This is an optimization exercise on Yosys and OpenROAD, whose aim is small area, a short achievable clock period and few clock cycles per item, not a production implementation.
Where RTL was checked, it was by simulation tests only, not by an equivalence proof against the original.

==> inputs of run E <==
## CONV
module CONV(
	input  wire        clk,
	input  wire        reset,
	output reg         busy,
	input  wire        ready,
	output reg  [11:0] iaddr,
	input  wire [19:0] idata,
	output reg         cwr,
	output reg  [11:0] caddr_wr,
	output reg  [19:0] cdata_wr,
	output wire        crd,
	output wire [11:0] caddr_rd,
	input  wire [19:0] cdata_rd,
	output reg  [2:0]  csel
);
==> flow/config.mk <==
export PLATFORM = sky130hd
export DESIGN_NAME = CONV
export DESIGN_NICKNAME = CONV
export VERILOG_FILES = /design/flow/design.v
export SDC_FILE = /design/flow/constraint.sdc
export NUM_CORES = 4
export LEC_CHECK = 0
export ABC_CLOCK_PERIOD_IN_PS = 3000
export CAP_MARGIN = 20
export CORE_MARGIN = 2
export CORE_UTILIZATION = 40
export SETUP_SLACK_MARGIN = 5
export SLEW_MARGIN = 20
export SYNTH_HIERARCHICAL = 1
export SYNTH_MINIMUM_KEEP_SIZE = 0
==> flow/constraint.sdc <==
create_clock -name core_clock -period 10.0 [get_ports {clk}]
set_input_delay 2.0000 -clock core_clock [delete_from_list [all_inputs] [get_ports {clk}]]
set_output_delay 2.0000 -clock core_clock [all_outputs]
set_load 0.01 [all_outputs]
run.sh (not shown) runs the stock make flow with config.mk's settings and CLKGATE_MAP_FILE= SYNTH_SCRIPT=/design/flow/synth_recipe.tcl, a recipe that flattens the netlist after the stock synthesis.
==> inputs of run X, as changes to run E <==
--- a/flow/design.v
+++ b/flow/design.v
@@ -2475,32 +2475,42 @@
   assign k1_ns[37] = k1_fc336;
   assign k1_nc[37] = k1_hs337;
   always @(posedge clk) begin
     k0as <= k0_ns; k0ac <= k0_nc; k1as <= k1_ns; k1ac <= k1_nc;
   end
   reg [2:0]  jd;
   reg [11:0] md;
-  always @(posedge clk) begin jd <= j; md <= m; end
+  reg        jd0;      
+  always @(posedge clk) begin jd <= j; md <= m; jd0 <= (j == 3'd0); end
   wire [5:0] xd = md[5:0];
   wire [4:0] byd = md[10:6];
   wire [37:0] s0 = k0as + k0ac;
   wire [37:0] s1 = k1as + k1ac;
   wire [19:0] r0 = s0[37] ? 20'd0 : s0[35:16];
   wire [19:0] r1 = s1[37] ? 20'd0 : s1[35:16];
   reg [19:0] h1, R0, R1;
   reg [10:0] pa;       
   reg        pa_ok;
   reg [9:0]  pb;       
   reg        pv;
   assign crd = 1'b1;
-  assign caddr_rd = {pa[10:6], jd == 3'd0, pa[5:1], 1'b0};
-  wire [19:0] rsel = (jd == 3'd3) ? R1 : R0;
-  wire [19:0] mrw  = (rsel > cdata_wr) ? rsel : cdata_wr;
-  wire [19:0] uin  = (md[0] || jd == 3'd0) ? cdata_wr : mrw;
-  wire [19:0] mr   = (uin > cdata_rd) ? uin : cdata_rd;
+  assign caddr_rd = {pa[10:6], jd0, pa[5:1], 1'b0};
+  reg s_r1, s_ua, s_uc;
+  always @(posedge clk) begin
+    s_r1 <= (j == 3'd3);
+    s_ua <= (j == 3'd5) || (!m[0] && (j == 3'd2 || j == 3'd3));
+    s_uc <= (j == 3'd0) || (m[0] && j == 3'd2) || (!m[0] && j == 3'd3);
+  end
+  wire [19:0] ma = s_r1 ? R1 : R0;
+  wire gab = ma > cdata_wr;
+  wire gac = ma > cdata_rd;
+  wire gbc = cdata_wr > cdata_rd;
+  wire pk_a = s_ua & gab & (gac | ~s_uc);
+  wire pk_b = ~pk_a & (gbc | ~s_uc);
+  wire [19:0] mr = pk_a ? ma : (pk_b ? cdata_wr : cdata_rd);
   always @(posedge clk or posedge reset) begin
     if (reset) begin
       cwr <= 1'b0; pa_ok <= 1'b0; pv <= 1'b0;
     end else if (!busy) begin
       cwr <= 1'b0; pa_ok <= 1'b0; pv <= 1'b0;
     end else begin
       cwr <= 1'b0;
@@ -2525,23 +2535,23 @@
   always @(posedge clk) begin
     case (jd)
       3'd4: begin
         csel <= 3'd1; caddr_wr <= {byd, 1'b0, xd}; cdata_wr <= r0;
       end
       3'd5: begin
         csel <= 3'd2; caddr_wr <= {pa[10:6], 1'b0, pa[5:0]}; cdata_wr <= h1;
-        if (md[0]) R0 <= mrw;
+        if (md[0]) R0 <= mr;
       end
       3'd1: begin
         csel <= 3'd1; caddr_wr <= {pa[10:6], 1'b1, pa[5:0]}; cdata_wr <= r0;
       end
       3'd2: begin
         csel <= 3'd2; caddr_wr <= {pa[10:6], 1'b1, pa[5:0]}; cdata_wr <= h1;
         if (md[0]) R0 <= mr;
-        else begin R0 <= mrw; pb <= {pa[10:6], pa[5:1]}; end
+        else begin R0 <= mr; pb <= {pa[10:6], pa[5:1]}; end
       end
       3'd3: begin
         if (md[0]) begin csel <= 3'd4; caddr_wr <= {2'b00, pb}; cdata_wr <= R1; end
         else      begin csel <= 3'd3; caddr_wr <= {2'b00, pb}; cdata_wr <= R0; R1 <= mr; end
       end
       default: begin  
         if (md[0]) begin csel <= 3'd5; caddr_wr <= {1'b0, pb, 1'b0}; cdata_wr <= R0; end
==> flow/flow/run.sh (new file) <==
#!/bin/bash
set -euo pipefail
MARGIN=6.7
sed "s/SETUP_SLACK_MARGIN=[0-9.]*/SETUP_SLACK_MARGIN=${MARGIN}/" standard.sh > standard_margin.sh
grep -q "SETUP_SLACK_MARGIN=${MARGIN}" standard_margin.sh
bash standard_margin.sh > standard.log 2>&1
==> flow/standard.sh (new file) <==
#!/bin/bash
# synth_recipe.tcl (not shown) runs the flow's synth.tcl, then flattens the netlist and writes it again
# the make line also repeats each setting of config.mk as NAME=value (left out here)
make -C /OpenROAD-flow-scripts/flow DESIGN_CONFIG=/design/flow/config.mk WORK_HOME=/design/flow/orfs CLKGATE_MAP_FILE= SYNTH_SCRIPT=/design/flow/synth_recipe.tcl "${@:-finish}"
removed: flow/run.sh
==> inputs of run H, as changes to run E <==
--- a/flow/design.v
+++ b/flow/design.v
@@ -2475,32 +2475,36 @@
   assign k1_ns[37] = k1_fc336;
   assign k1_nc[37] = k1_hs337;
   always @(posedge clk) begin
     k0as <= k0_ns; k0ac <= k0_nc; k1as <= k1_ns; k1ac <= k1_nc;
   end
   reg [2:0]  jd;
   reg [11:0] md;
-  always @(posedge clk) begin jd <= j; md <= m; end
+  reg        jd0;      
+  always @(posedge clk) begin jd <= j; md <= m; jd0 <= (j == 3'd0); end
   wire [5:0] xd = md[5:0];
   wire [4:0] byd = md[10:6];
   wire [37:0] s0 = k0as + k0ac;
   wire [37:0] s1 = k1as + k1ac;
   wire [19:0] r0 = s0[37] ? 20'd0 : s0[35:16];
   wire [19:0] r1 = s1[37] ? 20'd0 : s1[35:16];
   reg [19:0] h1, R0, R1;
   reg [10:0] pa;       
   reg        pa_ok;
   reg [9:0]  pb;       
   reg        pv;
   assign crd = 1'b1;
-  assign caddr_rd = {pa[10:6], jd == 3'd0, pa[5:1], 1'b0};
-  wire [19:0] rsel = (jd == 3'd3) ? R1 : R0;
-  wire [19:0] mrw  = (rsel > cdata_wr) ? rsel : cdata_wr;
-  wire [19:0] uin  = (md[0] || jd == 3'd0) ? cdata_wr : mrw;
-  wire [19:0] mr   = (uin > cdata_rd) ? uin : cdata_rd;
+  assign caddr_rd = {pa[10:6], jd0, pa[5:1], 1'b0};
+  wire g0w = R0 > cdata_wr;
+  wire g1w = R1 > cdata_wr;
+  wire g1r = R1 > cdata_rd;
+  wire gwr = cdata_wr > cdata_rd;
+  wire [19:0] mwr  = gwr ? cdata_wr : cdata_rd;
+  wire [19:0] m0w  = g0w ? R0 : cdata_wr;
+  wire [19:0] m1wr = (g1w & g1r) ? R1 : mwr;
   always @(posedge clk or posedge reset) begin
     if (reset) begin
       cwr <= 1'b0; pa_ok <= 1'b0; pv <= 1'b0;
     end else if (!busy) begin
       cwr <= 1'b0; pa_ok <= 1'b0; pv <= 1'b0;
     end else begin
       cwr <= 1'b0;
@@ -2525,31 +2529,31 @@
   always @(posedge clk) begin
     case (jd)
       3'd4: begin
         csel <= 3'd1; caddr_wr <= {byd, 1'b0, xd}; cdata_wr <= r0;
       end
       3'd5: begin
         csel <= 3'd2; caddr_wr <= {pa[10:6], 1'b0, pa[5:0]}; cdata_wr <= h1;
-        if (md[0]) R0 <= mrw;
+        if (md[0]) R0 <= m0w;
       end
       3'd1: begin
         csel <= 3'd1; caddr_wr <= {pa[10:6], 1'b1, pa[5:0]}; cdata_wr <= r0;
       end
       3'd2: begin
         csel <= 3'd2; caddr_wr <= {pa[10:6], 1'b1, pa[5:0]}; cdata_wr <= h1;
-        if (md[0]) R0 <= mr;
-        else begin R0 <= mrw; pb <= {pa[10:6], pa[5:1]}; end
+        if (md[0]) R0 <= mwr;
+        else begin R0 <= m0w; pb <= {pa[10:6], pa[5:1]}; end
       end
       3'd3: begin
         if (md[0]) begin csel <= 3'd4; caddr_wr <= {2'b00, pb}; cdata_wr <= R1; end
-        else      begin csel <= 3'd3; caddr_wr <= {2'b00, pb}; cdata_wr <= R0; R1 <= mr; end
+        else      begin csel <= 3'd3; caddr_wr <= {2'b00, pb}; cdata_wr <= R0; R1 <= m1wr; end
       end
       default: begin  
         if (md[0]) begin csel <= 3'd5; caddr_wr <= {1'b0, pb, 1'b0}; cdata_wr <= R0; end
-        else      begin csel <= 3'd5; caddr_wr <= {1'b0, pb, 1'b1}; cdata_wr <= R1; R1 <= mr; end
+        else      begin csel <= 3'd5; caddr_wr <= {1'b0, pb, 1'b1}; cdata_wr <= R1; R1 <= mwr; end
       end
     endcase
   end
 endmodule
 module FA(input wire a, input wire b, input wire c, output wire s, output wire co);
   assign s = a ^ b ^ c;
   assign co = (a & b) | (a & c) | (b & c);
==> flow/flow/run.sh (new file) <==
#!/bin/bash
set -euo pipefail
MARGIN=7.0
sed "s/SETUP_SLACK_MARGIN=[0-9.]*/SETUP_SLACK_MARGIN=${MARGIN}/" standard.sh > standard_margin.sh
grep -q "SETUP_SLACK_MARGIN=${MARGIN}" standard_margin.sh
bash standard_margin.sh > standard.log 2>&1
==> flow/standard.sh (new file) <==
#!/bin/bash
# synth_recipe.tcl (not shown) runs the flow's synth.tcl, then flattens the netlist and writes it again
# the make line also repeats each setting of config.mk as NAME=value (left out here)
make -C /OpenROAD-flow-scripts/flow DESIGN_CONFIG=/design/flow/config.mk WORK_HOME=/design/flow/orfs CLKGATE_MAP_FILE= SYNTH_SCRIPT=/design/flow/synth_recipe.tcl "${@:-finish}"
Settings changed: ABC_AREA set to 1, ABC_CLOCK_PERIOD_IN_PS 3000 to unset.
removed: flow/run.sh
==> summary of the runs <==
- Sequential cell count, highest first: run X, run H, run E.
- Against run X, the cell area of run H is larger by 8.7%.
- Between run X and run E, the lower first-iteration DRC count is in run X (gap 6.5%, measured against run E).
- The lowest final cell count belongs to run E, the highest to run H.
- Critical path depth, highest first: run E, run X, run H.
- Via count: run E is smaller than run H (17%).
- Clock skew: run H > run X > run E.
Testbench counts of run H, summed over its fixed seeds: cycles 147,804, images 12.
Function not checked in run E and run X: the RTL went through the layout flow alone.

==> re-timing with driven ports <==
No port has a modelled driver above. Below, the same layouts with a new extraction and two added sets of constraints. Step 1 (the two cells are an assumption about what drives the block):
set clk [get_ports {clk}]
set_driving_cell -lib_cell sky130_fd_sc_hd__clkbuf_16 $clk
set_driving_cell -lib_cell sky130_fd_sc_hd__buf_2 [delete_from_list [all_inputs] $clk]
Step 2 times the ports against the registers' clock, not the clock port: input delays grow and output delays shrink by t, the midpoint of the rising clock arrivals with the driver on. Three values: ideal, step 1, step 2; two values: the first two.
| run | t, ns | slack for setup (ns) | latest minus earliest clock arrival (ns) |
|---|---|---|---|
| run E | 0.800 | 4.333 / 4.333 / 4.333 | 0.055 / 0.055 |
| run X | 0.817 | 6.075 / 6.123 / 5.306 | 0.067 / 0.068 |
| run H | 0.831 | 6.637 / 6.570 / 5.955 | 0.072 / 0.073 |
After both steps setup and hold are still met in every run listed. The setup slack of run X, which loses most, moves by +0.048 ns with the drivers and by -0.769 ns with both steps.
